Background: an optimization exercise with open tools, aiming at small area and a short achievable clock period. Do not read the settings as production practice.
Where RTL was checked, it was by simulation tests only, not by an equivalence proof against the original.
Function not checked in runs 1 and 2: the RTL went through the layout flow alone.
Power and IR drop assume default switching activity.

## flow/config.mk

```make
export PLATFORM = sky130hd
export DESIGN_NAME = Parameterized_ALU
export DESIGN_NICKNAME = Parameterized_ALU
export VERILOG_FILES = /design/flow/design.v
export SDC_FILE = /design/flow/constraint.sdc
export NUM_CORES = 4
export LEC_CHECK = 0
export ABC_AREA = 1
export CAP_MARGIN = 20
export CORE_MARGIN = 2
export CORE_UTILIZATION = 40
export SLEW_MARGIN = 20
```

## flow/constraint.sdc

```tcl
create_clock -name core_clock -period 35.0 [get_ports {clk}]
set_input_delay 7.0000 -clock core_clock [delete_from_list [all_inputs] [get_ports {clk}]]
set_output_delay 7.0000 -clock core_clock [all_outputs]
set_load 0.01 [all_outputs]
```

## flow/design.v

```verilog
`timescale 1ns / 1ps
module Parameterized_ALU#(parameter N = 16)(
    input clk,
    input [N-1:0] A,
    input [N-1:0] B,
    input [3:0] ALU_Func,
    output reg [N-1:0] ALU_out,
    output reg Carry,
    output  Arith,
    output  Shift,
    output  CMP,
    output  Logic
    );
    wire sub = ALU_Func[0] | ALU_Func[3];
    wire [15:0] bx = B ^ {16{sub}};
    wire [16:0] c;
    wire [15:0] s;
    assign c[0] = sub;
    genvar i;
    generate for (i = 0; i < 16; i = i + 1) begin : add
      assign s[i] = A[i] ^ bx[i] ^ c[i];
      assign c[i+1] = (A[i] & bx[i]) | (c[i] & (A[i] ^ bx[i]));
    end endgenerate
    wire lt = ~c[16];             
    wire eq = ~|(A ^ B);
    wire gt = ~lt & ~eq;
    wire [15:0] md;
    alu_muldiv u_md(.A(A), .B(B), .div(ALU_Func[0]), .Y(md));
    always @(posedge clk) begin
        Carry <= 1'b0;
        case (ALU_Func)
            4'b0000: {Carry, ALU_out} <= {c[16], s};
            4'b0001: {Carry, ALU_out} <= {lt, s};
            4'b0010: ALU_out <= md;
            4'b0011: ALU_out <= md;
            4'b0100: ALU_out <= A & B;
            4'b0101: ALU_out <= A | B;
            4'b0110: ALU_out <= ~(A & B);
            4'b0111: ALU_out <= ~(A | B);
            4'b1000: ALU_out <= A ^ B;
            4'b1001: ALU_out <= ~(A ^ B);
            4'b1010: ALU_out <= {15'b0, eq};
            4'b1011: ALU_out <= {14'b0, gt, 1'b0};
            4'b1100: ALU_out <= {14'b0, lt, lt};
            4'b1101: ALU_out <= {1'b0, A[15:1]};
            4'b1110: ALU_out <= {A[14:0], 1'b0};
            default: ALU_out <= 16'b0;
        endcase
    end
    assign Arith = (ALU_Func[3:2] == 2'b00);
    assign Logic = (ALU_Func[3:2] == 2'b01) || (ALU_Func == 4'b1000) || (ALU_Func == 4'b1001);
    assign CMP   = (ALU_Func == 4'b1010) || (ALU_Func == 4'b1011) || (ALU_Func == 4'b1100);
    assign Shift = (ALU_Func == 4'b1101) || (ALU_Func == 4'b1110);
endmodule
module alu_muldiv(input [15:0] A, input [15:0] B, input div, output [15:0] Y);
  wire [15:0] y = ~B;
  wire [15:0] q;
  wire [16:0] hiz;
  assign hiz[16] = 1'b1;
  genvar w;
  generate for (w = 15; w >= 1; w = w - 1) begin : hz
    assign hiz[w] = hiz[w+1] & ~B[w];
  end endgenerate
  wire [0:0] s1_t, s1_r;
  wire [1:0] s1_c;
  assign s1_c[0] = 1'b1;
  assign s1_t = A[15] | ~div;
  generate for (w = 0; w < 1; w = w + 1) begin : c1
    assign s1_c[w+1] = (s1_t[w] & y[w]) | ((s1_t[w] | y[w]) & s1_c[w]);
  end endgenerate
  assign q[15] = hiz[1] & s1_c[1];
  wire ctl1 = div ? q[15] : A[15];
  assign s1_r = s1_t ^ ({1{ctl1}} & (y[0:0] ^ s1_c[0:0]));
  wire [1:0] s2_t, s2_r;
  wire [2:0] s2_c;
  assign s2_c[0] = 1'b1;
  assign s2_t = {s1_r, A[14] | ~div};
  generate for (w = 0; w < 2; w = w + 1) begin : c2
    assign s2_c[w+1] = (s2_t[w] & y[w]) | ((s2_t[w] | y[w]) & s2_c[w]);
  end endgenerate
  assign q[14] = hiz[2] & s2_c[2];
  wire ctl2 = div ? q[14] : A[14];
  assign s2_r = s2_t ^ ({2{ctl2}} & (y[1:0] ^ s2_c[1:0]));
  wire [2:0] s3_t, s3_r;
  wire [3:0] s3_c;
  assign s3_c[0] = 1'b1;
  assign s3_t = {s2_r, A[13] | ~div};
  generate for (w = 0; w < 3; w = w + 1) begin : c3
    assign s3_c[w+1] = (s3_t[w] & y[w]) | ((s3_t[w] | y[w]) & s3_c[w]);
  end endgenerate
  assign q[13] = hiz[3] & s3_c[3];
  wire ctl3 = div ? q[13] : A[13];
  assign s3_r = s3_t ^ ({3{ctl3}} & (y[2:0] ^ s3_c[2:0]));
  wire [3:0] s4_t, s4_r;
  wire [4:0] s4_c;
  assign s4_c[0] = 1'b1;
  assign s4_t = {s3_r, A[12] | ~div};
  generate for (w = 0; w < 4; w = w + 1) begin : c4
    assign s4_c[w+1] = (s4_t[w] & y[w]) | ((s4_t[w] | y[w]) & s4_c[w]);
  end endgenerate
  assign q[12] = hiz[4] & s4_c[4];
  wire ctl4 = div ? q[12] : A[12];
  assign s4_r = s4_t ^ ({4{ctl4}} & (y[3:0] ^ s4_c[3:0]));
  wire [4:0] s5_t, s5_r;
  wire [5:0] s5_c;
  assign s5_c[0] = 1'b1;
  assign s5_t = {s4_r, A[11] | ~div};
  generate for (w = 0; w < 5; w = w + 1) begin : c5
    assign s5_c[w+1] = (s5_t[w] & y[w]) | ((s5_t[w] | y[w]) & s5_c[w]);
  end endgenerate
  assign q[11] = hiz[5] & s5_c[5];
  wire ctl5 = div ? q[11] : A[11];
  assign s5_r = s5_t ^ ({5{ctl5}} & (y[4:0] ^ s5_c[4:0]));
  wire [5:0] s6_t, s6_r;
  wire [6:0] s6_c;
  assign s6_c[0] = 1'b1;
  assign s6_t = {s5_r, A[10] | ~div};
  generate for (w = 0; w < 6; w = w + 1) begin : c6
    assign s6_c[w+1] = (s6_t[w] & y[w]) | ((s6_t[w] | y[w]) & s6_c[w]);
  end endgenerate
  assign q[10] = hiz[6] & s6_c[6];
  wire ctl6 = div ? q[10] : A[10];
  assign s6_r = s6_t ^ ({6{ctl6}} & (y[5:0] ^ s6_c[5:0]));
  wire [6:0] s7_t, s7_r;
  wire [7:0] s7_c;
  assign s7_c[0] = 1'b1;
  assign s7_t = {s6_r, A[9] | ~div};
  generate for (w = 0; w < 7; w = w + 1) begin : c7
    assign s7_c[w+1] = (s7_t[w] & y[w]) | ((s7_t[w] | y[w]) & s7_c[w]);
  end endgenerate
  assign q[9] = hiz[7] & s7_c[7];
  wire ctl7 = div ? q[9] : A[9];
  assign s7_r = s7_t ^ ({7{ctl7}} & (y[6:0] ^ s7_c[6:0]));
  wire [7:0] s8_t, s8_r;
  wire [8:0] s8_c;
  assign s8_c[0] = 1'b1;
  assign s8_t = {s7_r, A[8] | ~div};
  generate for (w = 0; w < 8; w = w + 1) begin : c8
    assign s8_c[w+1] = (s8_t[w] & y[w]) | ((s8_t[w] | y[w]) & s8_c[w]);
  end endgenerate
  assign q[8] = hiz[8] & s8_c[8];
  wire ctl8 = div ? q[8] : A[8];
  assign s8_r = s8_t ^ ({8{ctl8}} & (y[7:0] ^ s8_c[7:0]));
  wire [8:0] s9_t, s9_r;
  wire [9:0] s9_c;
  assign s9_c[0] = 1'b1;
  assign s9_t = {s8_r, A[7] | ~div};
  generate for (w = 0; w < 9; w = w + 1) begin : c9
    assign s9_c[w+1] = (s9_t[w] & y[w]) | ((s9_t[w] | y[w]) & s9_c[w]);
  end endgenerate
  assign q[7] = hiz[9] & s9_c[9];
  wire ctl9 = div ? q[7] : A[7];
  assign s9_r = s9_t ^ ({9{ctl9}} & (y[8:0] ^ s9_c[8:0]));
  wire [9:0] s10_t, s10_r;
  wire [10:0] s10_c;
  assign s10_c[0] = 1'b1;
  assign s10_t = {s9_r, A[6] | ~div};
  generate for (w = 0; w < 10; w = w + 1) begin : c10
    assign s10_c[w+1] = (s10_t[w] & y[w]) | ((s10_t[w] | y[w]) & s10_c[w]);
  end endgenerate
  assign q[6] = hiz[10] & s10_c[10];
  wire ctl10 = div ? q[6] : A[6];
  assign s10_r = s10_t ^ ({10{ctl10}} & (y[9:0] ^ s10_c[9:0]));
  wire [10:0] s11_t, s11_r;
  wire [11:0] s11_c;
  assign s11_c[0] = 1'b1;
  assign s11_t = {s10_r, A[5] | ~div};
  generate for (w = 0; w < 11; w = w + 1) begin : c11
    assign s11_c[w+1] = (s11_t[w] & y[w]) | ((s11_t[w] | y[w]) & s11_c[w]);
  end endgenerate
  assign q[5] = hiz[11] & s11_c[11];
  wire ctl11 = div ? q[5] : A[5];
  assign s11_r = s11_t ^ ({11{ctl11}} & (y[10:0] ^ s11_c[10:0]));
  wire [11:0] s12_t, s12_r;
  wire [12:0] s12_c;
  assign s12_c[0] = 1'b1;
  assign s12_t = {s11_r, A[4] | ~div};
  generate for (w = 0; w < 12; w = w + 1) begin : c12
    assign s12_c[w+1] = (s12_t[w] & y[w]) | ((s12_t[w] | y[w]) & s12_c[w]);
  end endgenerate
  assign q[4] = hiz[12] & s12_c[12];
  wire ctl12 = div ? q[4] : A[4];
  assign s12_r = s12_t ^ ({12{ctl12}} & (y[11:0] ^ s12_c[11:0]));
  wire [12:0] s13_t, s13_r;
  wire [13:0] s13_c;
  assign s13_c[0] = 1'b1;
  assign s13_t = {s12_r, A[3] | ~div};
  wire [12:0] s13_g = s13_t & y[12:0];
  wire [12:0] s13_p = s13_t | y[12:0];
  wire s13_n1_g = s13_g[1] | (s13_p[1] & s13_p[0]);
  wire s13_n2_g = s13_g[3] | (s13_p[3] & s13_g[2]);
  wire s13_n2_p = s13_p[3] & s13_p[2];
  wire s13_n3_g = s13_g[5] | (s13_p[5] & s13_g[4]);
  wire s13_n3_p = s13_p[5] & s13_p[4];
  wire s13_n4_g = s13_g[7] | (s13_p[7] & s13_g[6]);
  wire s13_n4_p = s13_p[7] & s13_p[6];
  wire s13_n5_g = s13_g[9] | (s13_p[9] & s13_g[8]);
  wire s13_n5_p = s13_p[9] & s13_p[8];
  wire s13_n6_g = s13_g[11] | (s13_p[11] & s13_g[10]);
  wire s13_n6_p = s13_p[11] & s13_p[10];
  wire s13_n7_g = s13_n2_g | (s13_n2_p & s13_n1_g);
  wire s13_n8_g = s13_n4_g | (s13_n4_p & s13_n3_g);
  wire s13_n8_p = s13_n4_p & s13_n3_p;
  wire s13_n9_g = s13_n6_g | (s13_n6_p & s13_n5_g);
  wire s13_n9_p = s13_n6_p & s13_n5_p;
  wire s13_n10_g = s13_n8_g | (s13_n8_p & s13_n7_g);
  wire s13_n11_g = s13_n9_g | (s13_n9_p & s13_n10_g);
  wire s13_n12_g = s13_n3_g | (s13_n3_p & s13_n7_g);
  wire s13_n13_g = s13_n5_g | (s13_n5_p & s13_n10_g);
  wire s13_n14_g = s13_g[2] | (s13_p[2] & s13_n1_g);
  wire s13_n15_g = s13_g[4] | (s13_p[4] & s13_n7_g);
  wire s13_n16_g = s13_g[6] | (s13_p[6] & s13_n12_g);
  wire s13_n17_g = s13_g[8] | (s13_p[8] & s13_n10_g);
  wire s13_n18_g = s13_g[10] | (s13_p[10] & s13_n13_g);
  wire s13_n19_g = s13_g[12] | (s13_p[12] & s13_n11_g);
  assign s13_c[1] = s13_p[0];
  assign s13_c[2] = s13_n1_g;
  assign s13_c[3] = s13_n14_g;
  assign s13_c[4] = s13_n7_g;
  assign s13_c[5] = s13_n15_g;
  assign s13_c[6] = s13_n12_g;
  assign s13_c[7] = s13_n16_g;
  assign s13_c[8] = s13_n10_g;
  assign s13_c[9] = s13_n17_g;
  assign s13_c[10] = s13_n13_g;
  assign s13_c[11] = s13_n18_g;
  assign s13_c[12] = s13_n11_g;
  assign s13_c[13] = s13_n19_g;
  assign q[3] = hiz[13] & s13_c[13];
  wire ctl13 = div ? q[3] : A[3];
  assign s13_r = s13_t ^ ({13{ctl13}} & (y[12:0] ^ s13_c[12:0]));
  wire [13:0] s14_t, s14_r;
  wire [14:0] s14_c;
  assign s14_c[0] = 1'b1;
  assign s14_t = {s13_r, A[2] | ~div};
  wire [13:0] s14_g = s14_t & y[13:0];
  wire [13:0] s14_p = s14_t | y[13:0];
  wire s14_n1_g = s14_g[1] | (s14_p[1] & s14_p[0]);
  wire s14_n2_g = s14_g[3] | (s14_p[3] & s14_g[2]);
  wire s14_n2_p = s14_p[3] & s14_p[2];
  wire s14_n3_g = s14_g[5] | (s14_p[5] & s14_g[4]);
  wire s14_n3_p = s14_p[5] & s14_p[4];
  wire s14_n4_g = s14_g[7] | (s14_p[7] & s14_g[6]);
  wire s14_n4_p = s14_p[7] & s14_p[6];
  wire s14_n5_g = s14_g[9] | (s14_p[9] & s14_g[8]);
  wire s14_n5_p = s14_p[9] & s14_p[8];
  wire s14_n6_g = s14_g[11] | (s14_p[11] & s14_g[10]);
  wire s14_n6_p = s14_p[11] & s14_p[10];
  wire s14_n7_g = s14_g[13] | (s14_p[13] & s14_g[12]);
  wire s14_n7_p = s14_p[13] & s14_p[12];
  wire s14_n8_g = s14_n2_g | (s14_n2_p & s14_n1_g);
  wire s14_n9_g = s14_n4_g | (s14_n4_p & s14_n3_g);
  wire s14_n9_p = s14_n4_p & s14_n3_p;
  wire s14_n10_g = s14_n6_g | (s14_n6_p & s14_n5_g);
  wire s14_n10_p = s14_n6_p & s14_n5_p;
  wire s14_n11_g = s14_n9_g | (s14_n9_p & s14_n8_g);
  wire s14_n12_g = s14_n10_g | (s14_n10_p & s14_n11_g);
  wire s14_n13_g = s14_n3_g | (s14_n3_p & s14_n8_g);
  wire s14_n14_g = s14_n5_g | (s14_n5_p & s14_n11_g);
  wire s14_n15_g = s14_n7_g | (s14_n7_p & s14_n12_g);
  wire s14_n16_g = s14_g[2] | (s14_p[2] & s14_n1_g);
  wire s14_n17_g = s14_g[4] | (s14_p[4] & s14_n8_g);
  wire s14_n18_g = s14_g[6] | (s14_p[6] & s14_n13_g);
  wire s14_n19_g = s14_g[8] | (s14_p[8] & s14_n11_g);
  wire s14_n20_g = s14_g[10] | (s14_p[10] & s14_n14_g);
  wire s14_n21_g = s14_g[12] | (s14_p[12] & s14_n12_g);
  assign s14_c[1] = s14_p[0];
  assign s14_c[2] = s14_n1_g;
  assign s14_c[3] = s14_n16_g;
  assign s14_c[4] = s14_n8_g;
  assign s14_c[5] = s14_n17_g;
  assign s14_c[6] = s14_n13_g;
  assign s14_c[7] = s14_n18_g;
  assign s14_c[8] = s14_n11_g;
  assign s14_c[9] = s14_n19_g;
  assign s14_c[10] = s14_n14_g;
  assign s14_c[11] = s14_n20_g;
  assign s14_c[12] = s14_n12_g;
  assign s14_c[13] = s14_n21_g;
  assign s14_c[14] = s14_n15_g;
  assign q[2] = hiz[14] & s14_c[14];
  wire ctl14 = div ? q[2] : A[2];
  assign s14_r = s14_t ^ ({14{ctl14}} & (y[13:0] ^ s14_c[13:0]));
  wire [14:0] s15_t, s15_r;
  wire [15:0] s15_c;
  assign s15_c[0] = 1'b1;
  assign s15_t = {s14_r, A[1] | ~div};
  wire [14:0] s15_g = s15_t & y[14:0];
  wire [14:0] s15_p = s15_t | y[14:0];
  wire s15_n1_g = s15_g[1] | (s15_p[1] & s15_p[0]);
  wire s15_n2_g = s15_g[3] | (s15_p[3] & s15_g[2]);
  wire s15_n2_p = s15_p[3] & s15_p[2];
  wire s15_n3_g = s15_g[5] | (s15_p[5] & s15_g[4]);
  wire s15_n3_p = s15_p[5] & s15_p[4];
  wire s15_n4_g = s15_g[7] | (s15_p[7] & s15_g[6]);
  wire s15_n4_p = s15_p[7] & s15_p[6];
  wire s15_n5_g = s15_g[9] | (s15_p[9] & s15_g[8]);
  wire s15_n5_p = s15_p[9] & s15_p[8];
  wire s15_n6_g = s15_g[11] | (s15_p[11] & s15_g[10]);
  wire s15_n6_p = s15_p[11] & s15_p[10];
  wire s15_n7_g = s15_g[13] | (s15_p[13] & s15_g[12]);
  wire s15_n7_p = s15_p[13] & s15_p[12];
  wire s15_n8_g = s15_n2_g | (s15_n2_p & s15_n1_g);
  wire s15_n9_g = s15_n4_g | (s15_n4_p & s15_n3_g);
  wire s15_n9_p = s15_n4_p & s15_n3_p;
  wire s15_n10_g = s15_n6_g | (s15_n6_p & s15_n5_g);
  wire s15_n10_p = s15_n6_p & s15_n5_p;
  wire s15_n11_g = s15_n9_g | (s15_n9_p & s15_n8_g);
  wire s15_n12_g = s15_n10_g | (s15_n10_p & s15_n11_g);
  wire s15_n13_g = s15_n3_g | (s15_n3_p & s15_n8_g);
  wire s15_n14_g = s15_n5_g | (s15_n5_p & s15_n11_g);
  wire s15_n15_g = s15_n7_g | (s15_n7_p & s15_n12_g);
  wire s15_n16_g = s15_g[2] | (s15_p[2] & s15_n1_g);
  wire s15_n17_g = s15_g[4] | (s15_p[4] & s15_n8_g);
  wire s15_n18_g = s15_g[6] | (s15_p[6] & s15_n13_g);
  wire s15_n19_g = s15_g[8] | (s15_p[8] & s15_n11_g);
  wire s15_n20_g = s15_g[10] | (s15_p[10] & s15_n14_g);
  wire s15_n21_g = s15_g[12] | (s15_p[12] & s15_n12_g);
  wire s15_n22_g = s15_g[14] | (s15_p[14] & s15_n15_g);
  assign s15_c[1] = s15_p[0];
  assign s15_c[2] = s15_n1_g;
  assign s15_c[3] = s15_n16_g;
  assign s15_c[4] = s15_n8_g;
  assign s15_c[5] = s15_n17_g;
  assign s15_c[6] = s15_n13_g;
  assign s15_c[7] = s15_n18_g;
  assign s15_c[8] = s15_n11_g;
  assign s15_c[9] = s15_n19_g;
  assign s15_c[10] = s15_n14_g;
  assign s15_c[11] = s15_n20_g;
  assign s15_c[12] = s15_n12_g;
  assign s15_c[13] = s15_n21_g;
  assign s15_c[14] = s15_n15_g;
  assign s15_c[15] = s15_n22_g;
  assign q[1] = hiz[15] & s15_c[15];
  wire ctl15 = div ? q[1] : A[1];
  assign s15_r = s15_t ^ ({15{ctl15}} & (y[14:0] ^ s15_c[14:0]));
  wire [15:0] s16_t, s16_r;
  wire [16:0] s16_c;
  assign s16_c[0] = 1'b1;
  assign s16_t = {s15_r, A[0] | ~div};
  wire [15:0] s16_g = s16_t & y[15:0];
  wire [15:0] s16_p = s16_t | y[15:0];
  wire s16_n1_g = s16_g[1] | (s16_p[1] & s16_p[0]);
  wire s16_n2_g = s16_g[3] | (s16_p[3] & s16_g[2]);
  wire s16_n2_p = s16_p[3] & s16_p[2];
  wire s16_n3_g = s16_g[5] | (s16_p[5] & s16_g[4]);
  wire s16_n3_p = s16_p[5] & s16_p[4];
  wire s16_n4_g = s16_g[7] | (s16_p[7] & s16_g[6]);
  wire s16_n4_p = s16_p[7] & s16_p[6];
  wire s16_n5_g = s16_g[9] | (s16_p[9] & s16_g[8]);
  wire s16_n5_p = s16_p[9] & s16_p[8];
  wire s16_n6_g = s16_g[11] | (s16_p[11] & s16_g[10]);
  wire s16_n6_p = s16_p[11] & s16_p[10];
  wire s16_n7_g = s16_g[13] | (s16_p[13] & s16_g[12]);
  wire s16_n7_p = s16_p[13] & s16_p[12];
  wire s16_n8_g = s16_g[15] | (s16_p[15] & s16_g[14]);
  wire s16_n8_p = s16_p[15] & s16_p[14];
  wire s16_n9_g = s16_n2_g | (s16_n2_p & s16_n1_g);
  wire s16_n10_g = s16_n4_g | (s16_n4_p & s16_n3_g);
  wire s16_n10_p = s16_n4_p & s16_n3_p;
  wire s16_n11_g = s16_n6_g | (s16_n6_p & s16_n5_g);
  wire s16_n11_p = s16_n6_p & s16_n5_p;
  wire s16_n12_g = s16_n8_g | (s16_n8_p & s16_n7_g);
  wire s16_n12_p = s16_n8_p & s16_n7_p;
  wire s16_n13_g = s16_n10_g | (s16_n10_p & s16_n9_g);
  wire s16_n14_g = s16_n12_g | (s16_n12_p & s16_n11_g);
  wire s16_n14_p = s16_n12_p & s16_n11_p;
  wire s16_n15_g = s16_n14_g | (s16_n14_p & s16_n13_g);
  wire s16_n16_g = s16_n11_g | (s16_n11_p & s16_n13_g);
  wire s16_n17_g = s16_n3_g | (s16_n3_p & s16_n9_g);
  wire s16_n18_g = s16_n5_g | (s16_n5_p & s16_n13_g);
  wire s16_n19_g = s16_n7_g | (s16_n7_p & s16_n16_g);
  wire s16_n20_g = s16_g[2] | (s16_p[2] & s16_n1_g);
  wire s16_n21_g = s16_g[4] | (s16_p[4] & s16_n9_g);
  wire s16_n22_g = s16_g[6] | (s16_p[6] & s16_n17_g);
  wire s16_n23_g = s16_g[8] | (s16_p[8] & s16_n13_g);
  wire s16_n24_g = s16_g[10] | (s16_p[10] & s16_n18_g);
  wire s16_n25_g = s16_g[12] | (s16_p[12] & s16_n16_g);
  wire s16_n26_g = s16_g[14] | (s16_p[14] & s16_n19_g);
  assign s16_c[1] = s16_p[0];
  assign s16_c[2] = s16_n1_g;
  assign s16_c[3] = s16_n20_g;
  assign s16_c[4] = s16_n9_g;
  assign s16_c[5] = s16_n21_g;
  assign s16_c[6] = s16_n17_g;
  assign s16_c[7] = s16_n22_g;
  assign s16_c[8] = s16_n13_g;
  assign s16_c[9] = s16_n23_g;
  assign s16_c[10] = s16_n18_g;
  assign s16_c[11] = s16_n24_g;
  assign s16_c[12] = s16_n16_g;
  assign s16_c[13] = s16_n25_g;
  assign s16_c[14] = s16_n19_g;
  assign s16_c[15] = s16_n26_g;
  assign s16_c[16] = s16_n15_g;
  assign q[0] = hiz[16] & s16_c[16];
  wire ctl16 = A[0];
  assign s16_r = s16_t ^ ({16{ctl16}} & (y[15:0] ^ s16_c[15:0]));
  assign Y = div ? q : ~s16_r;
endmodule
```

## flow/run.sh

```bash
#!/bin/bash
# synth_recipe.tcl (not shown) runs the flow's synth.tcl, then flattens the netlist and writes it again
# the make line also repeats each setting of config.mk as NAME=value (left out here)
make -C /OpenROAD-flow-scripts/flow DESIGN_CONFIG=/design/flow/config.mk WORK_HOME=/design/flow/orfs CLKGATE_MAP_FILE= SYNTH_SCRIPT=/design/flow/synth_recipe.tcl finish
```

==> summary.txt, run 1 <==
# TYPE chip_impl_metric gauge
chip_impl_info{name="outcome",value="no timing/DRC/antenna violations"} 1
chip_impl_metric{name="ant_nets",unit=""} 0
chip_impl_metric{name="timing.fmax",unit="MHz"} 38.4
chip_impl_metric{name="numCtsBuffers",unit=""} 3
chip_impl_metric{name="layout.filler_cells",unit=""} 2787
chip_impl_metric{name="totalWireLength",unit="um"} 34300
chip_impl_info{name="synthFlopType",value="sky130_fd_sc_hd__dfxtp_1"} 1
chip_impl_metric{name="switching_share",unit="%"} 62.8
chip_impl_metric{name="routabilityCongestion",unit=""} 0.935
chip_impl_metric{name="seq_area_frac_synth",unit="%"} 3.30
chip_impl_metric{name="antenna_violations_before_repair",unit=""} 0
chip_impl_metric{name="postSynthCellCount",unit=""} 1815
chip_impl_info{name="mostFrequentLayoutCell",value="sky130_fd_sc_hd__nand2_1"} 1
chip_impl_metric{name="worst_slack",unit="ps"} 8970
chip_impl_info{name="crit_top_cell",value="sky130_fd_sc_hd__nand2_1"} 1
chip_impl_metric{name="report.power.total",unit="mW"} 0.558
chip_impl_info{name="timing_worst_setup_path_type",value="primary input to flip-flop"} 1
chip_impl_metric{name="die_height",unit="um"} 165
chip_impl_metric{name="maxCapViolations",unit=""} 0
chip_impl_metric{name="vdd_drop_max",unit="uV"} 26.2
chip_impl_metric{name="count_of_cell_types_in_the_netlist",unit=""} 55
chip_impl_metric{name="finalWorstPathRequiredPeriod",unit="ps"} 26030
chip_impl_metric{name="cts.reportedPaths.clkPinSlew",unit="ps"} 60
chip_impl_metric{name="die_area",unit="sq um"} 27100
chip_impl_metric{name="half_perimeter_wire_length_after_detailed_placement",unit="um"} 25900
chip_impl_metric{name="switchingPower",unit="mW"} 0.351
chip_impl_info{name="synth.largest_area_cell",value="sky130_fd_sc_hd__nand2_1"} 1
chip_impl_metric{name="postSynthAreaPerCell",unit="sq um"} 5.69
chip_impl_metric{name="numPortBuffers",unit=""} 57
chip_impl_metric{name="wire_per_inst",unit="um"} 16.0
chip_impl_info{name="crit_slowest_cell",value="sky130_fd_sc_hd__clkdlybuf4s50_1"} 1
chip_impl_metric{name="post_route_cells_drive_above_1_share",unit="%"} 13.6
chip_impl_metric{name="drt_first_pass_iters",unit=""} 8
chip_impl_metric{name="power_frac_clock",unit="%"} 4.4
chip_impl_metric{name="dieWidth",unit="um"} 165
chip_impl_metric{name="utilization_after_layout",unit="%"} 42.9
chip_impl_metric{name="area_growth",unit="%"} 4.79
chip_impl_metric{name="combinationalPowerShare",unit="%"} 91.3
chip_impl_metric{name="design_area",unit="sq um"} 10800
chip_impl_metric{name="post_drt_via_cell_ratio",unit=""} 5.30
chip_impl_metric{name="cells_resized_by_post_cts_repair",unit=""} 0
chip_impl_metric{name="cp_data_arrival_time",unit="ps"} 26200
chip_impl_metric{name="power.static_leakage",unit="nW"} 5.70
chip_impl_metric{name="worst_path_largest_cell_delay",unit="ps"} 900
chip_impl_metric{name="hold_fix_buffers_at_cts",unit=""} 0
chip_impl_metric{name="finish.net_count",unit=""} 1907
chip_impl_metric{name="grt_start_max_net_pins",unit=""} 47
chip_impl_metric{name="initial_standard_cell_utilization_of_the_core",unit="%"} 40.9
chip_impl_info{name="cts_root_buf",value="sky130_fd_sc_hd__clkbuf_16"} 1
chip_impl_info{name="crit_path_end_kind",value="flip-flop"} 1
chip_impl_metric{name="multiInputGateArea",unit="sq um"} 8320
chip_impl_metric{name="design.core.area",unit="sq um"} 25300
chip_impl_metric{name="boundaryPins",unit=""} 58
chip_impl_info{name="worst_setup_path_start_kind",value="primary input"} 1
chip_impl_metric{name="synth_enable_flop_cells",unit=""} 0
chip_impl_metric{name="timing.slew.headroom",unit="%"} 45.1
chip_impl_metric{name="detailroute.via_count",unit=""} 11400
chip_impl_info{name="most_frequent_cells_in_the_layout",value="sky130_fd_sc_hd__nand2_1, sky130_fd_sc_hd__nand3_1, sky130_fd_sc_hd__inv_1"} 1
chip_impl_metric{name="post_synth_instance_area",unit="sq um"} 10300
chip_impl_metric{name="clock_sink_count",unit=""} 17
chip_impl_info{name="cts_tree",value="yes"} 1
chip_impl_metric{name="finalHoldViolations",unit=""} 0
chip_impl_metric{name="crit_buf_inv",unit=""} 9
chip_impl_metric{name="max_slew.worst_pin.slew",unit="ps"} 823
chip_impl_metric{name="report.final.slew_viol_count",unit=""} 0
chip_impl_metric{name="place_area",unit="sq um"} 10700
chip_impl_metric{name="drc",unit=""} 0
chip_impl_metric{name="synth_warnings",unit=""} 1
chip_impl_metric{name="seq_power_share",unit="%"} 4.4
chip_impl_metric{name="globalRoute.totalOverflow",unit=""} 0
chip_impl_metric{name="worst-endpoint-required",unit="ps"} 35170
chip_impl_metric{name="power_per_cell_area",unit="nW/um^2"} 51.6
chip_impl_metric{name="sum_of_negative_setup_slack",unit="ps"} 0
chip_impl_metric{name="finalCritPeriodShare",unit="%"} 74.4
chip_impl_metric{name="antenna-diode-count",unit=""} 0
chip_impl_metric{name="cp_max_fo",unit=""} 24
chip_impl_metric{name="dpl_worst_slack",unit="ps"} 8940
chip_impl_metric{name="syn_nets",unit=""} 1899
chip_impl_metric{name="post_cts.repair.setup_buffers",unit=""} 0
chip_impl_info{name="worstHoldPathType",value="primary input to flip-flop"} 1
chip_impl_info{name="setup_repair_after_global_routing_missed_its_margin",value="false"} 1
chip_impl_metric{name="rows",unit=""} 58
chip_impl_metric{name="initialDrtViolationCount",unit=""} 879
chip_impl_metric{name="global_route.usage.total",unit="%"} 25.1
chip_impl_metric{name="first_global_vias",unit=""} 10300
chip_impl_metric{name="grt_pass1_wl",unit="um"} 53900
chip_impl_info{name="path_delay_family",value="simple AND/OR/NAND/NOR gates"} 1
chip_impl_metric{name="power.internal",unit="mW"} 0.208
chip_impl_metric{name="htreeDepth",unit=""} 1
chip_impl_metric{name="timing.final.setup_violations",unit=""} 0
chip_impl_info{name="synth_top_area_cells",value="sky130_fd_sc_hd__nand2_1, sky130_fd_sc_hd__nand3_1, sky130_fd_sc_hd__xor2_1"} 1
chip_impl_metric{name="regArea",unit="sq um"} 340
chip_impl_metric{name="clock_path_buffers",unit=""} 2
chip_impl_metric{name="ys_seq_elements",unit=""} 17
chip_impl_metric{name="async_reset_ff_share",unit="%"} 0
chip_impl_metric{name="netlist.area_leader.share",unit="%"} 21.7
-- per-stage QoR --
step,instances,hold slack [ps]
after floorplan,1815,7120
after global placement,2148,7730
after detailed placement,2148,7740
after CTS,2152,7680
after global routing,2152,7740
final,2152,7680
-- tightest hold or removal path, cell delays in order --
cell,delay (ps)
sky130_fd_sc_hd__clkdlybuf4s50_1,470
sky130_fd_sc_hd__inv_1,120
sky130_fd_sc_hd__nand4_1,110
sky130_fd_sc_hd__nand4_1,100
sky130_fd_sc_hd__a31o_1,120
-- routing by layer --
metal	track usage [%]	wire [um]
met5	0	0
met4	4.86	529
met3	3.34	2720
met2	43.1	15700
met1	33.8	15400
-- sequential cells by signal, summed over array words and instances, names as in the netlist --
| register | cells |
|---|---|
| ALU_out | 16 |
| Carry | 1 |
-- cell families after synthesis --
family / share of synthesized area (%)
adders and majority gates: 6.78
AOI/OAI and AO/OA: 9.15
xor gates and xnor gates: 10.4
buffers and inverters: 16.1
DFF: 3.30
and+or+nand+nor: 54.2
-- final timing paths --
check	from	end	slack, ps	cells after the start
max	ALU_Func[0]	ALU_out[11]$_DFF_P_	8970	181
min	ALU_Func[2]	ALU_out[0]$_DFF_P_	7680	5
-- cells in the mapped netlist (all sizes together), types with 9 or more instances --
master  instances
buf            44
ha             32
dfxtp          17
nand2         697
xor2          105
fa             15
o21ai          56
o22ai          18
or2            13
nand3         297
nor2          127
o211ai          9
clkbuf         34
inv           234
nand4          17
xnor2          12
a31oi           9
a21oi          15
-- power groups by stage --
stage | logic (mW) | registers, mW | clock network [mW]
6_report | 0.510 | 0.0244 | 0.0244
5_1_grt | 0.573 | 0.0248 | 0.0253
3_5_place_dp | 0.503 | 0.0249 | 0
4_1_cts | 0.504 | 0.0245 | 0.0247
3_3_place_gp | 0.501 | 0.0249 | 0
2_1_floorplan | 0.399 | 0.0269 | 0
-- layout make-up --
class                           instances  area share [%]
Multi-Input combinational cell       1479            76.9
Inverter                              241            8.46
Timing Repair Buffer                   81            6.94
Tap cell                              330            3.82
Sequential cell                        17            3.14
Clock buffer                            4           0.728
==> run 2, diff against run 1 <==
==> flow/flow/run.sh (new file) <==
#!/bin/bash
set -euo pipefail
export SETUP_SLACK_MARGIN=10
bash standard.sh > standard.log 2>&1
==> flow/standard.sh (new file) <==
#!/bin/bash
# synth_recipe.tcl (not shown) runs the flow's synth.tcl, then flattens the netlist and writes it again
# the make line also repeats each setting of config.mk as NAME=value (left out here)
make -C /OpenROAD-flow-scripts/flow DESIGN_CONFIG=/design/flow/config.mk WORK_HOME=/design/flow/orfs CLKGATE_MAP_FILE= SYNTH_SCRIPT=/design/flow/synth_recipe.tcl "${@:-finish}"
removed: flow/run.sh
==> run 2 against run 1 <==
Compared with the run above: critical path depth unchanged; global-route usage grew 0.23 points; area after synthesis unchanged; total power up 32%; critical endpoint unchanged; sequential share of layout area decreased by 0.64 points; clock-buffer cell count stayed put; via count up 9.0%; die area did not move; maximum frequency increased by 7.3%; still clean.
==> summary.txt, run 2 <==
# TYPE chip_impl_metric gauge
chip_impl_info{name="outcome",value="no timing/DRC/antenna violations"} 1
chip_impl_info{name="crit_slowest_cell",value="sky130_fd_sc_hd__xnor2_1"} 1
chip_impl_metric{name="globalRoute.totalOverflow",unit=""} 0
chip_impl_metric{name="post_route_cells_drive_above_1_share",unit="%"} 30.6
chip_impl_info{name="worst_setup_path_start_kind",value="primary input"} 1
chip_impl_metric{name="wire_per_inst",unit="um"} 17.5
chip_impl_metric{name="timing.fmax",unit="MHz"} 41.2
chip_impl_metric{name="boundaryPins",unit=""} 58
chip_impl_metric{name="ys_seq_elements",unit=""} 17
chip_impl_metric{name="regArea",unit="sq um"} 340
chip_impl_metric{name="vdd_drop_max",unit="uV"} 29.4
chip_impl_metric{name="max_slew.worst_pin.slew",unit="ps"} 884
chip_impl_metric{name="finalHoldViolations",unit=""} 0
chip_impl_metric{name="worst_path_largest_cell_delay",unit="ps"} 340
chip_impl_metric{name="post_synth_instance_area",unit="sq um"} 10300
chip_impl_metric{name="timing.final.setup_violations",unit=""} 0
chip_impl_metric{name="design_area",unit="sq um"} 13600
chip_impl_info{name="top_reg_by_flops",value="ALU_out"} 1
chip_impl_metric{name="dieWidth",unit="um"} 165
chip_impl_metric{name="power_per_cell_area",unit="nW/um^2"} 54.3
chip_impl_info{name="timing_worst_setup_path_type",value="primary input to flip-flop"} 1
chip_impl_info{name="reg.largest.list",value="ALU_out (16), Carry (1)"} 1
chip_impl_metric{name="synth_warnings",unit=""} 1
chip_impl_info{name="mostFrequentLayoutCell",value="sky130_fd_sc_hd__nand2_1"} 1
chip_impl_info{name="path_delay_family",value="simple AND/OR/NAND/NOR gates"} 1
chip_impl_metric{name="grt_start_max_net_pins",unit=""} 47
chip_impl_metric{name="worst-endpoint-required",unit="ps"} 35190
chip_impl_metric{name="drc",unit=""} 0
chip_impl_metric{name="cp_data_arrival_time",unit="ps"} 24450
chip_impl_metric{name="die_area",unit="sq um"} 27100
chip_impl_metric{name="half_perimeter_wire_length_after_detailed_placement",unit="um"} 25900
chip_impl_info{name="synth.largest_area_cell",value="sky130_fd_sc_hd__nand2_1"} 1
chip_impl_metric{name="largest_reg_flops",unit=""} 16
chip_impl_metric{name="finalCritPeriodShare",unit="%"} 69.3
chip_impl_info{name="global_route.peak_usage_layer",value="met2"} 1
chip_impl_metric{name="area_growth",unit="%"} 31.4
chip_impl_metric{name="finalWorstPathRequiredPeriod",unit="ps"} 24260
chip_impl_metric{name="detailroute.via_count",unit=""} 12400
chip_impl_info{name="post-synth-top-count-cell",value="sky130_fd_sc_hd__nand2_1"} 1
chip_impl_metric{name="cp_max_fo",unit=""} 29
chip_impl_metric{name="postSynthAreaPerCell",unit="sq um"} 5.69
chip_impl_metric{name="count_of_cell_types_in_the_netlist",unit=""} 55
chip_impl_metric{name="grt_pass1_wl",unit="um"} 54400
chip_impl_metric{name="design.core.area",unit="sq um"} 25300
chip_impl_metric{name="sum_of_negative_setup_slack",unit="ps"} 0
chip_impl_metric{name="numCtsBuffers",unit=""} 3
chip_impl_metric{name="postSynthCellCount",unit=""} 1815
chip_impl_metric{name="power.static_leakage",unit="nW"} 6.86
chip_impl_metric{name="numPortBuffers",unit=""} 57
chip_impl_metric{name="syn_nets",unit=""} 1899
chip_impl_info{name="cts_tree",value="yes"} 1
chip_impl_info{name="setup_repair_after_global_routing_missed_its_margin",value="true"} 1
chip_impl_info{name="cts_root_buf",value="sky130_fd_sc_hd__clkbuf_16"} 1
chip_impl_metric{name="multiInputGateArea",unit="sq um"} 10000
chip_impl_metric{name="htreeDepth",unit=""} 1
chip_impl_info{name="crit_top_cell",value="sky130_fd_sc_hd__nand2_2"} 1
chip_impl_metric{name="cts.reportedPaths.clkPinSlew",unit="ps"} 60
chip_impl_metric{name="clock_sink_count",unit=""} 17
chip_impl_info{name="synth_top_area_cells",value="sky130_fd_sc_hd__nand2_1, sky130_fd_sc_hd__nand3_1, sky130_fd_sc_hd__xor2_1"} 1
chip_impl_info{name="worstHoldPathType",value="primary input to flip-flop"} 1
chip_impl_metric{name="rows",unit=""} 58
chip_impl_metric{name="place_area",unit="sq um"} 10700
chip_impl_metric{name="grtUsageMet1",unit="%"} 33.8
chip_impl_metric{name="ant_nets",unit=""} 0
chip_impl_metric{name="timing.slew.headroom",unit="%"} 41.0
chip_impl_metric{name="post_drt_via_cell_ratio",unit=""} 5.46
chip_impl_metric{name="synth_enable_flop_cells",unit=""} 0
chip_impl_info{name="crit_path_end_kind",value="flip-flop"} 1
chip_impl_metric{name="final.hold.worst_slack",unit="ps"} 7280
chip_impl_metric{name="grt_util_met2",unit="%"} 43.8
chip_impl_metric{name="drt_first_pass_iters",unit=""} 7
chip_impl_metric{name="initialDrtViolationCount",unit=""} 1116
chip_impl_info{name="netlist_top_cells_count",value="sky130_fd_sc_hd__nand2_1, sky130_fd_sc_hd__nand3_1, sky130_fd_sc_hd__inv_1"} 1
chip_impl_metric{name="first_global_vias",unit=""} 10300
chip_impl_metric{name="totalWireLength",unit="um"} 39800
chip_impl_metric{name="die_height",unit="um"} 165
chip_impl_info{name="synthFlopType",value="sky130_fd_sc_hd__dfxtp_1"} 1
chip_impl_info{name="most_frequent_cells_in_the_layout",value="sky130_fd_sc_hd__nand2_1, sky130_fd_sc_hd__inv_1, sky130_fd_sc_hd__nand3_1"} 1
chip_impl_metric{name="antenna-diode-count",unit=""} 0
chip_impl_metric{name="antenna_violations_before_repair",unit=""} 0
chip_impl_metric{name="finish.net_count",unit=""} 2029
chip_impl_metric{name="initial_standard_cell_utilization_of_the_core",unit="%"} 40.9
chip_impl_metric{name="async_reset_ff_share",unit="%"} 0
chip_impl_metric{name="global_route.usage.met3",unit="%"} 3.42
chip_impl_metric{name="hold_fix_buffers_at_cts",unit=""} 0
chip_impl_metric{name="layout.filler_cells",unit=""} 2527
chip_impl_metric{name="maxCapViolations",unit=""} 0
chip_impl_metric{name="clock_path_buffers",unit=""} 2
chip_impl_metric{name="global_route.usage.total",unit="%"} 25.4
chip_impl_metric{name="report.final.slew_viol_count",unit=""} 0
chip_impl_metric{name="crit_buf_inv",unit=""} 14
chip_impl_metric{name="utilization_after_layout",unit="%"} 53.7
chip_impl_metric{name="routabilityCongestion",unit=""} 0.935
chip_impl_metric{name="seq_area_frac_synth",unit="%"} 3.30
chip_impl_metric{name="netlist.area_leader.share",unit="%"} 21.7
[run 2: cell count changes in the layout (fill, tap and decap cells not counted), moves of 26 or more]
cell | before | now
sky130_fd_sc_hd__nand2_1 | 596 | 484
sky130_fd_sc_hd__nand2_4 | 13 | 52
sky130_fd_sc_hd__buf_4 | 24 | 110
sky130_fd_sc_hd__nand3_4 | 0 | 26
sky130_fd_sc_hd__nand3_1 | 224 | 181
sky130_fd_sc_hd__nand2_2 | 88 | 158
[run 2: worst min-delay path: cells and delay by family]
kind | cells | cell delay (ps)
simple gates | 1 | 100
xor+xnor | 1 | 130
buf+inv | 1 | 270
[run 2: routing by layer]
| layer | wire length (um) | up-vias |
|---|---|---|
| li1 | - | 6052 |
| met1 | 17000 | 5804 |
| met2 | 19200 | 497 |
| met3 | 2810 | 72 |
| met4 | 843 | 0 |
| met5 | 0 | - |
[run 2: layout make-up]
class	instances	share of cell area, %
multi-input cells	1493	73.7
repair buffers	189	13.3
inverters	241	6.81
well taps	330	3.04
flip-flops and latches	17	2.51
clock buffers	4	0.581
[run 2: cell families (layout without fill, tap and decap cells)]
kind of cell    count (synthesis)  in the layout  share of synthesized area (%)
simple gates                 1167           1181                           54.2
buf+inv                       319            434                           16.1
compound gates                148            148                           9.15
xor+xnor                      117            117                           10.4
fa+ha+maj                      47             47                           6.78
flops                          17             17                           3.30
[run 2: what timing repair did]
item                                    4_1_cts  5_1_grt
cloned                                        0       20
endpoints found under the setup margin       15       16
resized for setup                            22      403
setup buffers                                 5       97
pin swaps                                     3      128
[run 2: power by group]
group / switching (mW) / internal (mW) / leakage (nW) / total, mW
sequential: 0.00104 / 0.0234 / 0.142 / 0.0244
clock: 0.00894 / 0.0155 / 0.0382 / 0.0245
combinational: 0.434 / 0.253 / 6.68 / 0.687
total: 0.444 / 0.292 / 6.86 / 0.736
[run 2: metrics by stage]
| step | power (mW) | instances | setup slack (ps) |
|---|---|---|---|
| after CTS | 0.557 | 2157 | 10000 |
| after global placement | 0.526 | 2148 | 9200 |
| after floorplan | 0.426 | 1815 | 13350 |
| after global routing | 0.800 | 2274 | 9420 |
| after detailed placement | 0.527 | 2148 | 8940 |
| final | 0.736 | 2274 | 10740 |
[run 2: worst paths after layout]
check	start	depth (start not counted)	to
worst min-delay path	ALU_Func[0]	3	Carry$_DFF_P_
worst max-delay path	B[2]	181	ALU_out[11]$_DFF_P_
==> run 3, diff against run 2 <==
--- a/flow/design.v
+++ b/flow/design.v
@@ -167,5 +167,35 @@
   assign s11_t = {s10_r, A[5] | ~div};
-  generate for (w = 0; w < 11; w = w + 1) begin : c11
-    assign s11_c[w+1] = (s11_t[w] & y[w]) | ((s11_t[w] | y[w]) & s11_c[w]);
-  end endgenerate
+  wire [10:0] s11_g = s11_t & y[10:0];
+  wire [10:0] s11_p = s11_t | y[10:0];
+  wire s11_n1_g = s11_g[1] | (s11_p[1] & s11_p[0]);
+  wire s11_n2_g = s11_g[3] | (s11_p[3] & s11_g[2]);
+  wire s11_n2_p = s11_p[3] & s11_p[2];
+  wire s11_n3_g = s11_g[5] | (s11_p[5] & s11_g[4]);
+  wire s11_n3_p = s11_p[5] & s11_p[4];
+  wire s11_n4_g = s11_g[7] | (s11_p[7] & s11_g[6]);
+  wire s11_n4_p = s11_p[7] & s11_p[6];
+  wire s11_n5_g = s11_g[9] | (s11_p[9] & s11_g[8]);
+  wire s11_n5_p = s11_p[9] & s11_p[8];
+  wire s11_n6_g = s11_n2_g | (s11_n2_p & s11_n1_g);
+  wire s11_n7_g = s11_n4_g | (s11_n4_p & s11_n3_g);
+  wire s11_n7_p = s11_n4_p & s11_n3_p;
+  wire s11_n8_g = s11_n7_g | (s11_n7_p & s11_n6_g);
+  wire s11_n9_g = s11_n3_g | (s11_n3_p & s11_n6_g);
+  wire s11_n10_g = s11_n5_g | (s11_n5_p & s11_n8_g);
+  wire s11_n11_g = s11_g[2] | (s11_p[2] & s11_n1_g);
+  wire s11_n12_g = s11_g[4] | (s11_p[4] & s11_n6_g);
+  wire s11_n13_g = s11_g[6] | (s11_p[6] & s11_n9_g);
+  wire s11_n14_g = s11_g[8] | (s11_p[8] & s11_n8_g);
+  wire s11_n15_g = s11_g[10] | (s11_p[10] & s11_n10_g);
+  assign s11_c[1] = s11_p[0];
+  assign s11_c[2] = s11_n1_g;
+  assign s11_c[3] = s11_n11_g;
+  assign s11_c[4] = s11_n6_g;
+  assign s11_c[5] = s11_n12_g;
+  assign s11_c[6] = s11_n9_g;
+  assign s11_c[7] = s11_n13_g;
+  assign s11_c[8] = s11_n8_g;
+  assign s11_c[9] = s11_n14_g;
+  assign s11_c[10] = s11_n10_g;
+  assign s11_c[11] = s11_n15_g;
   assign q[5] = hiz[11] & s11_c[11];
@@ -177,5 +207,41 @@
   assign s12_t = {s11_r, A[4] | ~div};
-  generate for (w = 0; w < 12; w = w + 1) begin : c12
-    assign s12_c[w+1] = (s12_t[w] & y[w]) | ((s12_t[w] | y[w]) & s12_c[w]);
-  end endgenerate
+  wire [11:0] s12_g = s12_t & y[11:0];
+  wire [11:0] s12_p = s12_t | y[11:0];
+  wire s12_n1_g = s12_g[1] | (s12_p[1] & s12_p[0]);
+  wire s12_n2_g = s12_g[3] | (s12_p[3] & s12_g[2]);
+  wire s12_n2_p = s12_p[3] & s12_p[2];
+  wire s12_n3_g = s12_g[5] | (s12_p[5] & s12_g[4]);
+  wire s12_n3_p = s12_p[5] & s12_p[4];
+  wire s12_n4_g = s12_g[7] | (s12_p[7] & s12_g[6]);
+  wire s12_n4_p = s12_p[7] & s12_p[6];
+  wire s12_n5_g = s12_g[9] | (s12_p[9] & s12_g[8]);
+  wire s12_n5_p = s12_p[9] & s12_p[8];
+  wire s12_n6_g = s12_g[11] | (s12_p[11] & s12_g[10]);
+  wire s12_n6_p = s12_p[11] & s12_p[10];
+  wire s12_n7_g = s12_n2_g | (s12_n2_p & s12_n1_g);
+  wire s12_n8_g = s12_n4_g | (s12_n4_p & s12_n3_g);
+  wire s12_n8_p = s12_n4_p & s12_n3_p;
+  wire s12_n9_g = s12_n6_g | (s12_n6_p & s12_n5_g);
+  wire s12_n9_p = s12_n6_p & s12_n5_p;
+  wire s12_n10_g = s12_n8_g | (s12_n8_p & s12_n7_g);
+  wire s12_n11_g = s12_n9_g | (s12_n9_p & s12_n10_g);
+  wire s12_n12_g = s12_n3_g | (s12_n3_p & s12_n7_g);
+  wire s12_n13_g = s12_n5_g | (s12_n5_p & s12_n10_g);
+  wire s12_n14_g = s12_g[2] | (s12_p[2] & s12_n1_g);
+  wire s12_n15_g = s12_g[4] | (s12_p[4] & s12_n7_g);
+  wire s12_n16_g = s12_g[6] | (s12_p[6] & s12_n12_g);
+  wire s12_n17_g = s12_g[8] | (s12_p[8] & s12_n10_g);
+  wire s12_n18_g = s12_g[10] | (s12_p[10] & s12_n13_g);
+  assign s12_c[1] = s12_p[0];
+  assign s12_c[2] = s12_n1_g;
+  assign s12_c[3] = s12_n14_g;
+  assign s12_c[4] = s12_n7_g;
+  assign s12_c[5] = s12_n15_g;
+  assign s12_c[6] = s12_n12_g;
+  assign s12_c[7] = s12_n16_g;
+  assign s12_c[8] = s12_n10_g;
+  assign s12_c[9] = s12_n17_g;
+  assign s12_c[10] = s12_n13_g;
+  assign s12_c[11] = s12_n18_g;
+  assign s12_c[12] = s12_n11_g;
   assign q[4] = hiz[12] & s12_c[12];
==> flow/run.sh (new file) <==
#!/bin/bash
# synth_recipe.tcl (not shown) runs the flow's synth.tcl, then flattens the netlist and writes it again
# the make line also repeats each setting of config.mk as NAME=value (left out here)
make -C /OpenROAD-flow-scripts/flow DESIGN_CONFIG=/design/flow/config.mk WORK_HOME=/design/flow/orfs CLKGATE_MAP_FILE= SYNTH_SCRIPT=/design/flow/synth_recipe.tcl finish
removed: flow/flow/run.sh
removed: flow/standard.sh
==> run 3 against run 2 <==
Compared with the run above: clock power up 7%; sequential cell count did not move; setup slack worse by 1400 ps; area after synthesis fell by 0.13%; first-iteration DRC count fell by 26%; die area is 0.13% lower; maximum frequency down 5.6%; sequential share of layout area rose by 0.61 points; critical path type unchanged; highest routed layer unchanged.
==> summary.txt, run 3 <==
# TYPE chip_impl_metric gauge
chip_impl_info{name="synth.largest_area_cell",value="sky130_fd_sc_hd__nand2_1"} 1
chip_impl_metric{name="grt_pass1_wl",unit="um"} 56500
chip_impl_metric{name="initial_standard_cell_utilization_of_the_core",unit="%"} 40.8
chip_impl_metric{name="dpl_worst_slack",unit="ps"} 9270
chip_impl_metric{name="largest_reg_flops",unit=""} 16
chip_impl_metric{name="finalHoldViolations",unit=""} 0
chip_impl_info{name="worst_setup_path_start_kind",value="primary input"} 1
chip_impl_metric{name="cp_data_arrival_time",unit="ps"} 25840
chip_impl_metric{name="postSynthAreaPerCell",unit="sq um"} 5.58
chip_impl_metric{name="area_growth",unit="%"} 5.69
chip_impl_metric{name="seq_area_frac_synth",unit="%"} 3.30
chip_impl_info{name="cts_root_buf",value="sky130_fd_sc_hd__clkbuf_16"} 1
chip_impl_info{name="outcome",value="no timing/DRC/antenna violations"} 1
chip_impl_metric{name="clock_sink_count",unit=""} 17
chip_impl_metric{name="syn_nets",unit=""} 1933
chip_impl_metric{name="global_route.usage.total",unit="%"} 26.3
chip_impl_metric{name="hold_fix_buffers_at_cts",unit=""} 0
chip_impl_info{name="netlist_top_cells_count",value="sky130_fd_sc_hd__nand2_1, sky130_fd_sc_hd__nand3_1, sky130_fd_sc_hd__inv_1"} 1
chip_impl_metric{name="wire_per_inst",unit="um"} 16.3
chip_impl_metric{name="worst-endpoint-required",unit="ps"} 35150
chip_impl_info{name="top_reg_by_flops",value="ALU_out"} 1
chip_impl_metric{name="numPortBuffers",unit=""} 57
chip_impl_metric{name="first_global_vias",unit=""} 10800
chip_impl_metric{name="switching_share",unit="%"} 62.6
chip_impl_info{name="worstHoldPathType",value="primary input to flip-flop"} 1
chip_impl_metric{name="die_height",unit="um"} 165
chip_impl_info{name="timing_worst_setup_path_type",value="primary input to flip-flop"} 1
chip_impl_metric{name="power.internal",unit="mW"} 0.198
chip_impl_metric{name="cp_max_fo",unit=""} 33
chip_impl_info{name="cts_tree",value="yes"} 1
chip_impl_metric{name="half_perimeter_wire_length_after_detailed_placement",unit="um"} 26900
chip_impl_info{name="crit_slowest_cell",value="sky130_fd_sc_hd__nand2_2"} 1
chip_impl_metric{name="routabilityCongestion",unit=""} 0.940
chip_impl_info{name="crit_path_end_kind",value="flip-flop"} 1
chip_impl_info{name="mostFrequentLayoutCell",value="sky130_fd_sc_hd__nand2_1"} 1
chip_impl_metric{name="timing.final.setup_violations",unit=""} 0
chip_impl_metric{name="post_synth_instance_area",unit="sq um"} 10300
chip_impl_metric{name="postSynthCellCount",unit=""} 1849
chip_impl_info{name="synth_top_area_cells",value="sky130_fd_sc_hd__nand2_1, sky130_fd_sc_hd__nand3_1, sky130_fd_sc_hd__xor2_1"} 1
chip_impl_metric{name="worst_slack",unit="ps"} 9310
chip_impl_metric{name="synth_warnings",unit=""} 1
chip_impl_metric{name="detailroute.via_count",unit=""} 11800
chip_impl_metric{name="worst_path_largest_cell_delay",unit="ps"} 480
chip_impl_metric{name="synth_enable_flop_cells",unit=""} 0
chip_impl_info{name="post-synth-top-count-cell",value="sky130_fd_sc_hd__nand2_1"} 1
chip_impl_metric{name="timing.fmax",unit="MHz"} 38.9
chip_impl_metric{name="cells_resized_by_post_cts_repair",unit=""} 0
chip_impl_metric{name="async_reset_ff_share",unit="%"} 0
chip_impl_metric{name="power.static_leakage",unit="nW"} 5.75
chip_impl_info{name="timing.hold.worst.start",value="ALU_Func[0]"} 1
chip_impl_metric{name="grt_start_max_net_pins",unit=""} 46
chip_impl_metric{name="drc",unit=""} 0
chip_impl_metric{name="max_slew.worst_pin.slew",unit="ps"} 1170
chip_impl_metric{name="sum_of_negative_setup_slack",unit="ps"} 0
chip_impl_metric{name="combinationalPowerShare",unit="%"} 90.5
chip_impl_info{name="setup_repair_after_global_routing_missed_its_margin",value="false"} 1
chip_impl_metric{name="initialDrtViolationCount",unit=""} 826
chip_impl_info{name="most_frequent_cells_in_the_layout",value="sky130_fd_sc_hd__nand2_1, sky130_fd_sc_hd__nand3_1, sky130_fd_sc_hd__inv_1"} 1
chip_impl_metric{name="htreeDepth",unit=""} 1
chip_impl_metric{name="vdd_drop_max",unit="uV"} 24.7
chip_impl_metric{name="drt_first_pass_iters",unit=""} 6
chip_impl_metric{name="netlist.area_leader.share",unit="%"} 23.2
chip_impl_metric{name="report.final.slew_viol_count",unit=""} 0
chip_impl_metric{name="globalRoute.totalOverflow",unit=""} 0
chip_impl_metric{name="finalWorstPathRequiredPeriod",unit="ps"} 25690
chip_impl_info{name="crit_top_cell",value="sky130_fd_sc_hd__nand2_1"} 1
chip_impl_metric{name="ant_nets",unit=""} 0
chip_impl_metric{name="boundaryPins",unit=""} 58
chip_impl_metric{name="die_area",unit="sq um"} 27100
chip_impl_metric{name="post_drt_via_cell_ratio",unit=""} 5.37
chip_impl_metric{name="totalWireLength",unit="um"} 35600
chip_impl_info{name="synthFlopType",value="sky130_fd_sc_hd__dfxtp_1"} 1
chip_impl_metric{name="timing.slew.headroom",unit="%"} 21.7
chip_impl_metric{name="post_cts.repair.setup_buffers",unit=""} 0
chip_impl_metric{name="seq_power_share",unit="%"} 4.6
chip_impl_metric{name="finish.net_count",unit=""} 1944
chip_impl_info{name="critPathLaunch",value="B[0]"} 1
chip_impl_metric{name="post_route_cells_drive_above_1_share",unit="%"} 12.2
chip_impl_metric{name="antenna-diode-count",unit=""} 0
chip_impl_metric{name="cts.reportedPaths.clkPinSlew",unit="ps"} 70
chip_impl_metric{name="design.core.area",unit="sq um"} 25300
chip_impl_metric{name="rows",unit=""} 58
chip_impl_metric{name="clock_path_buffers",unit=""} 2
chip_impl_metric{name="numCtsBuffers",unit=""} 3
chip_impl_metric{name="ys_seq_elements",unit=""} 17
chip_impl_metric{name="antenna_violations_before_repair",unit=""} 1
chip_impl_info{name="reg.largest.list",value="ALU_out (16), Carry (1)"} 1
chip_impl_metric{name="switchingPower",unit="mW"} 0.332
chip_impl_metric{name="dieWidth",unit="um"} 165
chip_impl_metric{name="finalCritPeriodShare",unit="%"} 73.4
chip_impl_metric{name="maxCapViolations",unit=""} 0
chip_impl_info{name="cp_endpoint",value="ALU_out[10]$_DFF_P_"} 1
chip_impl_metric{name="power_per_cell_area",unit="nW/um^2"} 48.6
chip_impl_metric{name="count_of_cell_types_in_the_netlist",unit=""} 60
chip_impl_metric{name="power_frac_clock",unit="%"} 4.9
[run 3: how the worst min path moves through the flow]
stage          slack, ps            end  depth (start not counted)
2_1_floorplan       7210  Carry$_DFF_P_                          3
3_3_place_gp        7740     ALU_out[4]                          1
3_5_place_dp        7740     ALU_out[3]                          1
4_1_cts             7610  Carry$_DFF_P_                          4
5_1_grt             7640  Carry$_DFF_P_                          4
6_report            7620  Carry$_DFF_P_                          4
[run 3: metrics by stage]
stage | power [mW] | util (%) | hold slack, ps | instance area (sq um) | std cells
3_3_place_gp | 0.496 | 42.8 | 7740 | 10800 | 2185
2_1_floorplan | 0.398 | - | 7210 | 10300 | 1849
4_1_cts | 0.527 | 43.2 | 7610 | 10900 | 2189
5_1_grt | 0.594 | 43.2 | 7640 | 10900 | 2189
3_5_place_dp | 0.498 | 42.8 | 7740 | 10800 | 2185
6_report | 0.530 | 43.2 | 7620 | 10900 | 2189
[run 3: layer usage]
layer	up-vias	GRT usage, %	part of all wire, %
li1	5927	-	-
met1	5326	35.2	44
met2	422	44.4	45
met3	76	3.11	7.3
met4	0	7.87	3.2
met5	-	0	0
[run 3: cells by family after synthesis]
kind of cell               synth area share (%)
DFF                                        3.30
adders and majority gates                  6.79
xor gates and xnor gates                   10.5
buffers and inverters                      15.0
and+or+nand+nor                            54.3
AOI/OAI and AO/OA                          10.0
[run 3: final cells by class]
class | count | area [sq um]
Clock buffer | 3 | 75.1
Clock inverter | 1 | 7.51
Fill cell | 2827 | 14400
Inverter | 238 | 910
Multi-Input combinational cell | 1522 | 8430
Sequential cell | 17 | 340
Tap cell | 330 | 413
Timing Repair Buffer | 78 | 728
[run 3: power by group through the flow]
| stage | Clock [mW] | Combinational, mW | Sequential, mW |
|---|---|---|---|
| 2_1_floorplan | 0 | 0.371 | 0.0267 |
| 3_3_place_gp | 0 | 0.471 | 0.0249 |
| 3_5_place_dp | 0 | 0.473 | 0.0249 |
| 4_1_cts | 0.0272 | 0.475 | 0.0245 |
| 5_1_grt | 0.0276 | 0.541 | 0.0248 |
| 6_report | 0.0261 | 0.479 | 0.0244 |
[run 3: worst max-delay path: cells and delay by family]
kind	cells	cell delay, ps
compound gates	4	670
xor+xnor	9	2420
buf+inv	10	1600
simple gates	146	14040
==> run 4, diff against run 3 <==
==> flow/flow/run.sh (new file) <==
#!/bin/bash
# The standard layout, with the port buffers made of sky130_fd_sc_hd__buf_1 cells
# (the standard flow picks clkdlybuf4s50_1). Every port still gets its buffer.
set -euo pipefail
export BUFFER_PORTS_ARGS="-buffer_cell sky130_fd_sc_hd__buf_1"
bash standard.sh > standard.log 2>&1
==> flow/standard.sh (new file) <==
#!/bin/bash
# synth_recipe.tcl (not shown) runs the flow's synth.tcl, then flattens the netlist and writes it again
# the make line also repeats each setting of config.mk as NAME=value (left out here)
make -C /OpenROAD-flow-scripts/flow DESIGN_CONFIG=/design/flow/config.mk WORK_HOME=/design/flow/orfs CLKGATE_MAP_FILE= SYNTH_SCRIPT=/design/flow/synth_recipe.tcl "${@:-finish}"
removed: flow/run.sh
==> run 4 against run 3 <==
Compared with the run above: via count is essentially flat; setup slack gained 370 ps; still clean on timing, DRC and antenna; largest power group unchanged; clock-buffer cell count is the same; highest routed layer unchanged; utilization shrank 1.4 points; sequential share of layout area grew 0.11 points; non-clock buffer count is the same; cell count is the same; sequential power is essentially flat; routed wire length shrank 1.8%; combinational power shrank 2%; hold slack lost 360 ps; maximum frequency grew 1.4%.
==> summary.txt, run 4 <==
# TYPE chip_impl_metric gauge
chip_impl_info{name="worst_setup_path_start_kind",value="primary input"} 1
chip_impl_metric{name="first_global_vias",unit=""} 10700
chip_impl_info{name="top_reg_by_flops",value="ALU_out"} 1
chip_impl_info{name="outcome",value="no timing/DRC/antenna violations"} 1
chip_impl_metric{name="worst_path_largest_cell_delay",unit="ps"} 660
chip_impl_metric{name="switchingPower",unit="mW"} 0.329
chip_impl_metric{name="cells_resized_by_post_cts_repair",unit=""} 0
chip_impl_metric{name="drc",unit=""} 0
chip_impl_metric{name="count_of_cell_types_in_the_netlist",unit=""} 60
chip_impl_metric{name="die_area",unit="sq um"} 27100
chip_impl_info{name="synthFlopType",value="sky130_fd_sc_hd__dfxtp_1"} 1
chip_impl_info{name="timing_worst_setup_path_type",value="primary input to flip-flop"} 1
chip_impl_metric{name="power_frac_clock",unit="%"} 5.1
chip_impl_metric{name="power.internal",unit="mW"} 0.190
chip_impl_info{name="netlist_top_cells_count",value="sky130_fd_sc_hd__nand2_1, sky130_fd_sc_hd__nand3_1, sky130_fd_sc_hd__inv_1"} 1
chip_impl_metric{name="clock_sink_count",unit=""} 17
chip_impl_metric{name="timing.fmax",unit="MHz"} 39.5
chip_impl_metric{name="vdd_drop_max",unit="uV"} 20.1
chip_impl_metric{name="routabilityCongestion",unit=""} 0.930
chip_impl_metric{name="max_slew.worst_pin.slew",unit="ps"} 1090
chip_impl_info{name="synth_top_area_cells",value="sky130_fd_sc_hd__nand2_1, sky130_fd_sc_hd__nand3_1, sky130_fd_sc_hd__xor2_1"} 1
chip_impl_metric{name="initialDrtViolationCount",unit=""} 875
chip_impl_metric{name="globalRoute.totalOverflow",unit=""} 0
chip_impl_metric{name="post_cts.repair.setup_buffers",unit=""} 0
chip_impl_metric{name="syn_nets",unit=""} 1933
chip_impl_metric{name="cts.reportedPaths.clkPinSlew",unit="ps"} 70
chip_impl_info{name="setup_repair_after_global_routing_missed_its_margin",value="false"} 1
chip_impl_metric{name="grt_start_max_net_pins",unit=""} 46
chip_impl_metric{name="drt_first_pass_iters",unit=""} 6
chip_impl_metric{name="worst-endpoint-required",unit="ps"} 35150
chip_impl_metric{name="switching_share",unit="%"} 63.4
chip_impl_info{name="mostFrequentLayoutCell",value="sky130_fd_sc_hd__nand2_1"} 1
chip_impl_info{name="post-synth-top-count-cell",value="sky130_fd_sc_hd__nand2_1"} 1
chip_impl_info{name="most_frequent_cells_in_the_layout",value="sky130_fd_sc_hd__nand2_1, sky130_fd_sc_hd__nand3_1, sky130_fd_sc_hd__inv_1"} 1
==> run 4: cell type report <==
cell class	instances	area [sq um]	area share (%)
well taps	330	413	3.92
flip-flops and latches	17	340	3.23
clock buffers	3	75.1	0.712
repair buffers	78	374	3.55
multi-input cells	1522	8420	79.9
inverters	238	910	8.63
clock inverters	1	7.51	0.0712
==> run 4: critical path, delay by kind of cell <==
kind | cells | cell delay [ps]
AOI/OAI and AO/OA | 3 | 670
xor gates and xnor gates | 6 | 1690
buffers and inverters | 7 | 1150
and+or+nand+nor | 155 | 14890
==> run 4: logic make-up (layout without fill, tap and decap cells) <==
logic type,count (synthesis),count (layout),synth area share [%]
AND/OR/NAND/NOR,1196,1196,54.3
AO/OA/AOI/OAI,163,163,10.0
buffers and inverters,310,320,15.0
XOR/XNOR,116,116,10.5
adder cells (fa/ha/maj),47,47,6.79
flip-flops,17,17,3.30
==> run 4: metal layers <==
metal | global-route usage [%] | part of all wire, % | up-vias
met1 | 33.9 | 43 | 5308
met5 | 0 | 0 | -
met4 | 7.71 | 3.3 | 0
met3 | 4.50 | 9.0 | 81
li1 | - | - | 5935
met2 | 43.2 | 44 | 420
==> run 4: power groups by stage <==
| stage | Sequential (mW) | Combinational, mW | Clock (mW) |
|---|---|---|---|
| floorplan | 0.0267 | 0.371 | 0 |
| global placement | 0.0248 | 0.461 | 0 |
| detailed placement | 0.0249 | 0.462 | 0 |
| CTS | 0.0245 | 0.465 | 0.0274 |
| global route | 0.0248 | 0.529 | 0.0277 |
| finish | 0.0245 | 0.469 | 0.0265 |
==> run 4: through the flow <==
stage	hold slack, ps	cells	worst slack [ps]	power [mW]
6_report	7260	2189	9680	0.520
3_5_place_dp	7390	2185	9560	0.487
2_1_floorplan	7210	1849	14000	0.398
3_3_place_gp	7390	2185	9980	0.486
5_1_grt	7300	2189	7310	0.582
4_1_cts	7260	2189	9830	0.516
==> run 4: path summary, 6_finish.rpt <==
check | startpoint | to | cells after the start
min | ALU_Func[3] | ALU_out[0]$_DFF_P_ | 3
max | B[0] | ALU_out[14]$_DFF_P_ | 171

-- re-timing with driven ports --
The results above use ideal ports. As a check the final layouts listed here were re-extracted and re-timed, cells and wires unchanged. Step 1, drivers: a clkbuf_16 drives clk and a buf_2 each remaining input, both assumed. Step 2, shift: input delay + t, output delay - t, t = (earliest + latest rising clock arrival at the registers) / 2. This alone moves slack from input paths to output paths. Slacks: ideal / step 1 / step 2; pairs: ideal / step 1.
run | t (ns) | setup slack, ns | latest minus earliest clock arrival (ns) | pins driven straight from the clock port
run 1 | 0.289 | 8.970 / 8.980 / 8.691 | 0.008 / 0.008 | 1
run 2 | 0.291 | 10.739 / 10.748 / 10.457 | 0.004 / 0.004 | 1
run 3 | 0.300 | 9.313 / 9.319 / 9.019 | 0.005 / 0.006 | 1
run 4 | 0.308 | 9.680 / 9.701 / 9.393 | 0.010 / 0.010 | 1
After both steps setup and hold are still met in every run listed. For run 3, which loses most, drivers alone change the setup slack by +0.006 ns; drivers and shift together by -0.294 ns.
